This design comes from an exercise in tuning for small area on the open sky130 flow, not from production work.
Function was checked by simulation only, so behaviour that the tests miss may differ from the original.
No activity file was given, so power comes from the tool's default toggle rates.

**design/flow/config.mk**
```make
export PLATFORM = sky130hd
export DESIGN_NAME = LandauController
export DESIGN_NICKNAME = LandauController
export VERILOG_FILES = /design/flow/design.v
export SDC_FILE = /design/flow/constraint.sdc
export NUM_CORES = 4
export LEC_CHECK = 0
export CAP_MARGIN = 20
export CORE_MARGIN = 2
export CORE_UTILIZATION = 40
export SLEW_MARGIN = 20
```
**design/flow/constraint.sdc**
```tcl
create_clock -name core_clock -period 20.0 [get_ports {clk}]
set_input_delay 4.0000 -clock core_clock [delete_from_list [all_inputs] [get_ports {clk}]]
set_output_delay 4.0000 -clock core_clock [all_outputs]
set_load 0.01 [all_outputs]
```
**design/flow/design.v**
```verilog
module UartRx#(
    parameter CLK_FREQ = 50_000_000,
    parameter BAUD_RATE = 9600,
    parameter FRAME_BITS = 8
)(
    input wire clk,
    input wire rst,
    input wire rx,
    output reg [FRAME_BITS-1:0] rx_data,
    output reg rx_done,
    output reg rx_busy
);
localparam CLKS_PER_BIT = CLK_FREQ / BAUD_RATE;
localparam MID_BIT = CLKS_PER_BIT / 2;
localparam BIT_INDEX_WIDTH = 4;
reg [15:0] clk_count;
reg [BIT_INDEX_WIDTH-1:0] bit_index;
reg [FRAME_BITS-1:0] shift_reg;
reg [1:0] state;
localparam IDLE  = 2'd0,
           START = 2'd1,
           READ  = 2'd2,
           DONE  = 2'd3;
always @(posedge clk or posedge rst) begin
    if (rst) begin
        rx_data <= 0;
        rx_done <= 0;
        rx_busy <= 0;
        clk_count <= 0;
        bit_index <= 0;
        shift_reg <= 0;
        state <= IDLE;
    end else begin
        case (state)
            IDLE: begin
                rx_done <= 0;
                rx_busy <= 0;
                clk_count <= 0;
                bit_index <= 0;
                if (rx == 0) begin
                    state <= START;
                    rx_busy <= 1;
                end
            end
            START: begin
                if (clk_count == MID_BIT) begin
                    if (rx == 0) begin
                        clk_count <= 0;
                        bit_index <= 0;
                        state <= READ;
                    end else begin
                        state <= IDLE;
                    end
                end else begin
                    clk_count <= clk_count + 1;
                end
            end
            READ: begin
                if (clk_count < CLKS_PER_BIT - 1) begin
                    clk_count <= clk_count + 1;
                end else begin
                    clk_count <= 0;
                    if (bit_index == FRAME_BITS) begin
                        state <= DONE;
                    end else begin
                        shift_reg[bit_index] <= rx;
                        bit_index <= bit_index + 1;
                    end
                end
            end
            DONE: begin
                rx_data <= shift_reg;
                rx_done <= 1;
                rx_busy <= 0;
                state <= IDLE;
            end
        endcase
    end
end
endmodule
module UartRxPidBuffer(
    input  wire        clk,
    input  wire        rst,
    input  wire        rx_done,
    input  wire [7:0]  rx_byte,
    output reg  [31:0] a1,
    output reg  [31:0] a2,
    output reg         ready,
    output reg         test
);
    localparam TEST_PID    = 8'h69;
    localparam START_FRAME = 8'hAA;
    localparam END_FRAME   = 8'h55;
    localparam IDLE      = 2'd0;
    localparam GOT_START = 2'd1;    
    localparam GOT_PID   = 2'd2;    
    localparam GOT_VAL   = 2'd3;    
    reg [1:0] state;
    reg [7:0] pid_byte;
    reg [7:0] value_byte;
    reg [7:0] a1_bytes [3:0];
    reg [7:0] a2_bytes [3:0];
    reg [3:0] a1_written;
    reg [3:0] a2_written;
    reg set_ready;
    reg set_ready_ff;
    always @(posedge clk or posedge rst) begin
        if (rst) begin
            state        <= IDLE;
            pid_byte     <= 8'h00;
            value_byte   <= 8'h00;
            a1_bytes[0]  <= 8'h00; a1_bytes[1] <= 8'h00;
            a1_bytes[2]  <= 8'h00; a1_bytes[3] <= 8'h00;
            a2_bytes[0]  <= 8'h00; a2_bytes[1] <= 8'h00;
            a2_bytes[2]  <= 8'h00; a2_bytes[3] <= 8'h00;
            a1_written   <= 4'b0;
            a2_written   <= 4'b0;
            set_ready    <= 1'b0;
        end else begin
            set_ready <= 1'b0;                       
            if (rx_done) begin
                case (state)
                    IDLE:       if (rx_byte == START_FRAME)
                                     state <= GOT_START;
                    GOT_START:  begin
                                    pid_byte <= rx_byte;  
                                    state    <= GOT_PID;
                                 end
                    GOT_PID:    begin
                                    value_byte <= rx_byte;  
                                    state      <= GOT_VAL;
                                 end
                    GOT_VAL:    begin
                                    if (rx_byte == END_FRAME) begin
                                        reg [3:0] a1_written_n;
                                        reg [3:0] a2_written_n;
                                        a1_written_n = a1_written;
                                        a2_written_n = a2_written;
                                        case (pid_byte)
                                            8'h10: begin a1_bytes[3] <= value_byte; a1_written_n[3] = 1'b1; end
                                            8'h11: begin a1_bytes[2] <= value_byte; a1_written_n[2] = 1'b1; end
                                            8'h12: begin a1_bytes[1] <= value_byte; a1_written_n[1] = 1'b1; end
                                            8'h13: begin a1_bytes[0] <= value_byte; a1_written_n[0] = 1'b1; end
                                            8'h20: begin a2_bytes[3] <= value_byte; a2_written_n[3] = 1'b1; end
                                            8'h21: begin a2_bytes[2] <= value_byte; a2_written_n[2] = 1'b1; end
                                            8'h22: begin a2_bytes[1] <= value_byte; a2_written_n[1] = 1'b1; end
                                            8'h23: begin a2_bytes[0] <= value_byte; a2_written_n[0] = 1'b1; end
                                            TEST_PID: begin
                                                a1_bytes[0] <= value_byte;
                                                a2_bytes[0] <= value_byte;
                                                set_ready   <= 1'b1;
                                                a1_written_n = 4'b0;
                                                a2_written_n = 4'b0;
                                            end
                                            default: ;  
                                        endcase
                                        a1_written <= a1_written_n;
                                        a2_written <= a2_written_n;
                                        if (pid_byte != TEST_PID &&
                                            &a1_written_n && &a2_written_n) begin
                                            set_ready  <= 1'b1;
                                            a1_written <= 4'b0;
                                            a2_written <= 4'b0;
                                        end
                                    end
                                    state <= IDLE;
                                 end
                    default:     state <= IDLE;
                endcase
            end
        end
    end
    always @(posedge clk or posedge rst) begin
        if (rst) begin
            a1 <= 32'h0;  a2 <= 32'h0;
            ready <= 1'b0; test <= 1'b0;
            set_ready_ff <= 1'b0;
        end else begin
            set_ready_ff <= set_ready;               
            if (set_ready_ff) begin
                a1    <= {a1_bytes[3], a1_bytes[2], a1_bytes[1], a1_bytes[0]};
                a2    <= {a2_bytes[3], a2_bytes[2], a2_bytes[1], a2_bytes[0]};
                ready <= 1'b1;
            end else begin
                ready <= 1'b0;
            end
            test <= (pid_byte == TEST_PID);
        end
    end
endmodule
module LandauControlLaw#(
    parameter signed [31:0] K1 = -32'sd13107,  
    parameter signed [31:0] K2 = -32'sd26214   
)(
    input wire signed [31:0] a1,
    input wire signed [31:0] a2,
    input wire test,
    output reg signed [31:0] b
);
    wire signed [63:0] mult1_wide = a1 * K1;
    wire signed [63:0] mult2_wide = a2 * K2;
    wire signed [63:0] sum_wide   = mult1_wide + mult2_wide;
    wire signed [31:0] sum_result = sum_wide[47:16];
    always @(*) begin
        if (test) begin
            b = a1 + 32'sh00010000;  
        end else begin
            b = sum_result;
        end
    end
endmodule
module UartTxPidBuffer( 
    input  wire        clk,
    input  wire        rst,
    input  wire [31:0] tx_float,      
    input  wire        tx_valid,      
    input  wire        tx_busy,       
    input  wire        test,          
    output reg  [7:0]  tx_data,       
    output reg         tx_start       
);
    localparam START_DEL   = 8'hAA;
    localparam END_DEL     = 8'h55;
    localparam TEST_PID    = 8'h42;
    localparam DATA_PID    = 8'h69;
    localparam [1:0]
        S_IDLE     = 2'd0,
        S_LOAD     = 2'd1,
        S_WAITBUSY = 2'd2,
        S_WAITFREE = 2'd3;
    reg [1:0]  state;
    reg [2:0]  byte_index;
    reg [31:0] buffer;
    reg        pending_valid;
    reg        test_latched;
    always @(posedge clk or posedge rst) begin
        if (rst) begin
            state         <= S_IDLE;
            tx_data       <= 8'h00;
            tx_start      <= 1'b0;
            byte_index    <= 3'd0;
            buffer        <= 32'h0;
            pending_valid <= 1'b0;
            test_latched  <= 1'b0;
        end else begin
            tx_start <= 1'b0;
            if (tx_valid && state == S_IDLE && tx_busy)
                pending_valid <= 1'b1;
            case (state)
                S_IDLE: begin
                    if ((tx_valid && !tx_busy) || (pending_valid && !tx_busy)) begin
                        buffer        <= tx_float;
                        test_latched  <= test;
                        byte_index    <= 3'd0;
                        state         <= S_LOAD;
                        pending_valid <= 1'b0;  
                    end
                end
                S_LOAD: begin
                    case (byte_index)
                        3'd0: tx_data <= START_DEL;
                        3'd1: tx_data <= test_latched ? TEST_PID : DATA_PID;
                        3'd2: tx_data <= buffer[7:0];
                        3'd3: tx_data <= buffer[15:8];
                        3'd4: tx_data <= buffer[23:16];
                        3'd5: tx_data <= buffer[31:24];
                        3'd6: tx_data <= END_DEL;
                        default: tx_data <= 8'h00;
                    endcase
                    tx_start <= 1'b1;
                    state    <= S_WAITBUSY;
                end
                S_WAITBUSY: begin
                    if (tx_busy) begin
                        tx_start <= 1'b0;  
                        state    <= S_WAITFREE;
                    end
                end
                S_WAITFREE: begin
                    if (!tx_busy) begin
                        if (byte_index == 3'd6)
                            state <= S_IDLE;
                        else begin
                            byte_index <= byte_index + 1;
                            state      <= S_LOAD;
                        end
                    end
                end
                default: state <= S_IDLE;
            endcase
        end
    end
endmodule
module UartTx#(
    parameter CLK_FREQ = 50_000_000,         
    parameter BAUD_RATE = 9600,              
    parameter FRAME_BITS = 8 
)(
    input wire clk,                          
    input wire rst,                          
    input wire [FRAME_BITS-1:0] frame_data,  
    input wire tx_start,                     
    output reg tx,                           
    output reg tx_busy,                      
    output reg tx_done                       
);
    localparam CLKS_PER_BIT = CLK_FREQ / BAUD_RATE;
    localparam BIT_INDEX_WIDTH = 4;
    reg [15:0] clk_count;   
    reg [BIT_INDEX_WIDTH-1:0] bit_index;   
    reg [FRAME_BITS+1:0] tx_shift_reg;         
    reg [1:0] state;
    localparam IDLE  = 2'd0,
               TRANS = 2'd1,
               DONE  = 2'd2;
    always @(posedge clk or posedge rst) begin
        if (rst) begin
            tx <= 1'b1;           
            tx_busy <= 0;
            tx_done <= 0;
            clk_count <= 0;
            bit_index <= 0;
            tx_shift_reg <= 0;
            state <= IDLE;
        end else begin
            case (state)
                IDLE: begin
                    tx <= 1'b1;
                    tx_done <= 0;
                    if (tx_start) begin  
                        tx_shift_reg <= {1'b1, frame_data, 1'b0};   
                        tx_busy <= 1;
                        clk_count <= 0;
                        bit_index <= 0;
                        state <= TRANS;
                    end
                end
                TRANS: begin
                    tx <= tx_shift_reg[bit_index];   
                    if (clk_count < CLKS_PER_BIT - 1) begin
                        clk_count <= clk_count + 1;
                    end else begin
                        clk_count <= 0;
                        bit_index <= bit_index + 1;
                        if (bit_index == FRAME_BITS + 1) begin
                            state <= DONE;
                        end
                    end
                end
                DONE: begin
                    tx <= 1'b1;        
                    tx_busy <= 0;
                    tx_done <= 1;      
                    state <= IDLE;
                end
            endcase
        end
    end
endmodule
module LandauController (
    input  wire clk,
    input  wire rst,
    input  wire rx,
    output wire tx
);
    wire [7:0]  rx_data;
    wire        rx_done;
    wire        rx_busy;
    wire [31:0] a1;
    wire [31:0] a2;
    wire        ready;
    wire        test;
    wire [31:0] b;
    wire [7:0]  tx_data;
    wire        tx_start;
    wire        tx_busy;
    wire        tx_done;
    UartRx #(
        .CLK_FREQ(50_000_000),
        .BAUD_RATE(9600),
        .FRAME_BITS(8)
    ) uart_rx_inst (
        .clk(clk),
        .rst(rst),
        .rx(rx),
        .rx_data(rx_data),
        .rx_done(rx_done),
        .rx_busy(rx_busy)
    );
    UartRxPidBuffer rx_pid_buffer (
        .clk(clk),
        .rst(rst),
        .rx_done(rx_done),
        .rx_byte(rx_data),
        .a1(a1),
        .a2(a2),
        .ready(ready),
        .test(test)
    );
    LandauControlLaw control_law (
        .a1(a1),
        .a2(a2),
        .test(test),
        .b(b)
    );
    UartTxPidBuffer tx_pid_buffer (
        .clk(clk),
        .rst(rst),
        .tx_float(b),
        .tx_valid(ready),
        .tx_busy(tx_busy),
        .test(test),
        .tx_data(tx_data),
        .tx_start(tx_start)
    );
    UartTx #(
        .CLK_FREQ(50_000_000),
        .BAUD_RATE(9600),
        .FRAME_BITS(8)
    ) uart_tx_inst (
        .clk(clk),
        .rst(rst),
        .frame_data(tx_data),
        .tx_start(tx_start),
        .tx(tx),
        .tx_busy(tx_busy),
        .tx_done(tx_done)
    );
endmodule
```
**design/flow/run.sh**
```bash
#!/bin/bash
# synth_recipe.tcl (not shown) runs the flow's synth.tcl, then flattens the netlist and writes it again
# the make line also repeats each setting of config.mk as NAME=value (left out here)
make -C /OpenROAD-flow-scripts/flow DESIGN_CONFIG=/design/flow/config.mk WORK_HOME=/design/flow/orfs CLKGATE_MAP_FILE= SYNTH_SCRIPT=/design/flow/synth_recipe.tcl finish
```
==> flow_metrics.env <==
export IMPL_status="no timing/DRC/antenna violations"
export IMPL_port_buffers=3
export IMPL_crit_path_start_kind="flip-flop"
export IMPL_synth_edf_count=0
export IMPL_core_area_um2=82200
export IMPL_hold_class="reg -> reg"
export IMPL_fillers=7902
export IMPL_wl_per_cell_um=18.4
export IMPL_antenna_found_initial=4
export IMPL_clock_sinks=278
export IMPL_clk_latency_ps=560
export IMPL_synth_compound_area_share_pct=12.0
export IMPL_layout_drive_gt1_share_pct=6.02
export IMPL_cp_max_fo=9
export IMPL_syn_num_nets=4322
export IMPL_synth_warnings=7
export IMPL_place_inst=4414
export IMPL_hold_buffers=0
export IMPL_holdWs_ps=350
export IMPL_ir_drop_mv=0.0838
export IMPL_first_pass_iters=5
export IMPL_grt_pass1_vias=24900
export IMPL_critical_path_class="reg -> reg"
export IMPL_min_path_cells=0
export IMPL_finalWeightedCongestion=0.924
export IMPL_grt_pass1_wl_um=135000
export IMPL_fmax_mhz=118
export IMPL_synth_top_family_by_area="adder cells"
export IMPL_syn_inst=3386
export IMPL_avgSynthCellArea_um2=9.82
export IMPL_required_ps=20410
export IMPL_grt_usage_pct=20.1
export IMPL_async_flop_share_pct=100
export IMPL_rsz0062_at_grt="no"
export IMPL_finClkSkew_ps=17.0
export IMPL_synthXorXnorAreaFrac_pct=3.89
export IMPL_ys_seq_area_share_pct=20.9
export IMPL_cts_setup_buffers=0
export IMPL_synth_cell_type_count=92
export IMPL_maxCapViolCount=0
export IMPL_synthMuxAreaShare_pct=3.71
export IMPL_grt_overflow=0
export IMPL_vias_per_cell=5.26
export IMPL_cts_resized=0
export IMPL_timing_setup_tns_ps=0
export IMPL_powerDensity_nw_per_um2=39.3
export IMPL_synth_fa_ha_area_share_pct=43.2
export IMPL_drt_iter0_drc=1359
export IMPL_diodes=0
export IMPL_cpPeakStageDelay_ps=740
export IMPL_num_vias=23500
export IMPL_route_detailed_drc=0
export IMPL_fin_crit_ps=8510
export IMPL_setup_violations=0
export IMPL_die_area_um2=85500
export IMPL_dpl_hpwl_um=66600
export IMPL_synth_main_ff_cell="dfrtp_1"
export IMPL_layout_cells_non_filler=4476
export IMPL_reg2reg_depth=30
export IMPL_postRouteAntennaNets=0
export IMPL_cp_end_kind="flip-flop"
export IMPL_grt_max_degree=158
export IMPL_ys_ff_latch=278
export IMPL_io_pins=4
export IMPL_relSlewSlack_pct=30.4
export IMPL_die_w_um=292
export IMPL_slowest_stage="a211oi_1"
export IMPL_min_period_over_period_pct=42.5
export IMPL_finalHoldViolCount=0
export IMPL_start_util_pct=40.5
export IMPL_h_tree_depth=2
export IMPL_cp_data_arrival_time_ps=8920
export IMPL_die_h_um=292
export IMPL_drv_slew=0
export IMPL_synth_area_um2=33300
export IMPL_clk_pin_slew_worst_paths_ps=60
export IMPL_clockRootBuffer="clkbuf_16"
export IMPL_nets=4318
export IMPL_finalWirelength_um=82500
export IMPL_cts_inserted_buffers=36
export IMPL_rows=105
export IMPL_power_leakage_nw=19.3
export IMPL_worst_pin_slew_ps=1040
export IMPL_cts_tree="yes"
export IMPL_area_delta_synth_final_pct=7.36
export IMPL_cts_buffer_depth=3
export IMPL_synth_simple_gate_area_share_pct=8.55
[per-layer routing]
metal	wire length (µm)	global-route usage (%)
met4	2280	5.37
met5	22	0
met2	38800	33.9
met1	37900	27.2
met3	3530	2.55
[synthesized netlist by cell type, drive strengths merged (39+ instances only)]
master | instances | share of area, %
nand2 | 234 | 2.6
inv | 625 | 7.1
nand3 | 54 | 0.83
ha | 573 | 22
mux2 | 97 | 3.3
a21oi | 147 | 2.2
fa | 360 | 22
xor2 | 59 | 1.6
clkbuf | 52 | 0.59
o21ai | 238 | 3.6
nor3 | 39 | 0.60
nor2 | 112 | 1.3
dfrtp | 277 | 21
xnor2 | 86 | 2.3
a21o | 73 | 1.7
[critical path, delay by kind of cell (launching register included)]
kind / cells / cell delay (ps)
xor gates and xnor gates: 2 / 340
and+or+nand+nor: 4 / 720
buffers and inverters: 2 / 110
AOI/OAI and AO/OA: 14 / 3220
DFF: 1 / 670
adders and majority gates: 8 / 3290
[logic make-up (layout without fill, tap and decap cells)]
| logic type | count (synthesis) | after routing |
|---|---|---|
| fa+ha+maj | 933 | 933 |
| buf+inv | 682 | 702 |
| compound gates | 640 | 640 |
| simple gates | 597 | 597 |
| flops | 278 | 278 |
| xor+xnor | 146 | 146 |
| mux | 110 | 110 |
[cell usage in the layout (no fill, tap or decap), types with 19 or more instances in the layout]
| cell | netlist | layout |
|---|---|---|
| a21o_1 | 71 | 71 |
| dfrtp_1 | 277 | 276 |
| fa_1 | 360 | 360 |
| ha_1 | 573 | 573 |
| inv_1 | 624 | 623 |
| xnor2_1 | 86 | 86 |
| nand3_1 | 53 | 53 |
| clkbuf_16 | 0 | 36 |
| o21ai_0 | 228 | 228 |
| nand2b_1 | 30 | 30 |
| nor2b_1 | 24 | 24 |
| mux2_2 | 97 | 97 |
| a21oi_1 | 147 | 147 |
| nor3_1 | 38 | 38 |
| nor2_1 | 111 | 111 |
| xor2_1 | 59 | 59 |
| o22ai_1 | 19 | 19 |
| nand2_1 | 234 | 234 |
| nand4_1 | 21 | 21 |
| and3_1 | 22 | 22 |
[cell type report]
class	count	area, µm²	share of cell area, %
Tap cell	1070	1340	3.75
Sequential cell	278	6960	19.5
Multi-Input combinational cell	2426	23800	66.5
Inverter	625	2350	6.59
Clock buffer	42	963	2.70
Clock inverter	20	208	0.582
Timing Repair Buffer	15	133	0.371
[metrics by stage]
step | total power, W | worst slack (ps) | utilization, % | instance area (µm²)
finish | 0.00140 | 11490 | 43.4 | 35700
global placement | 0.000753 | 11660 | 42.0 | 34500
floorplan | 0.000708 | 8340 | - | 33300
detailed placement | 0.000755 | 11640 | 42.0 | 34500
CTS | 0.00142 | 11600 | 43.4 | 35700
global route | 0.00147 | 10970 | 43.4 | 35700
[power by group]
| group | internal [W] | total [W] | switching [W] |
|---|---|---|---|
| logic | 0.0000474 | 0.000125 | 0.0000772 |
| clock network | 0.000385 | 0.000662 | 0.000276 |
| registers | 0.000581 | 0.000618 | 0.0000375 |
[worst paths after layout]
kind	slack [ps]	from	endpoint
worst max register to register	11490	rx_pid_buffer.a1[16]	tx_pid_buffer.buffer[27]
max in group asynchronous	14500	rst	rx_pid_buffer.a2[2]
min in group asynchronous	4000	rst	uart_rx_inst.clk_count[3]
worst max-delay path	11490	rx_pid_buffer.a1[16]	tx_pid_buffer.buffer[27]
worst min register to register	350	rx_pid_buffer.set_ready	rx_pid_buffer.set_ready_ff
worst min-delay path	350	rx_pid_buffer.set_ready	rx_pid_buffer.set_ready_ff

[static timing again, ports no longer ideal]
The results above use ideal ports. As a check the final layout listed here was re-extracted and re-timed, cells and wires unchanged.
Step 1 (the two cells are an assumption about what drives the block):
set clk [get_ports {clk}]
set_driving_cell -lib_cell sky130_fd_sc_hd__clkbuf_16 $clk
set_driving_cell -lib_cell sky130_fd_sc_hd__buf_2 [delete_from_list [all_inputs] $clk]
Step 2 times the ports against the registers' clock, not the clock port: input delays grow and output delays shrink by t, the midpoint of the rising clock arrivals with the driver on.
a / b / c = ideal / step 1 / step 2; a / b = the first two.
t (ns): 0.617
setup WS [ns]: 11.495 / 11.495 / 11.495
worst setup path at the end: register to register
After both steps setup and hold are still met in this run. For this run, drivers alone change the setup slack by 0.000 ns; drivers and shift together by 0.000 ns.
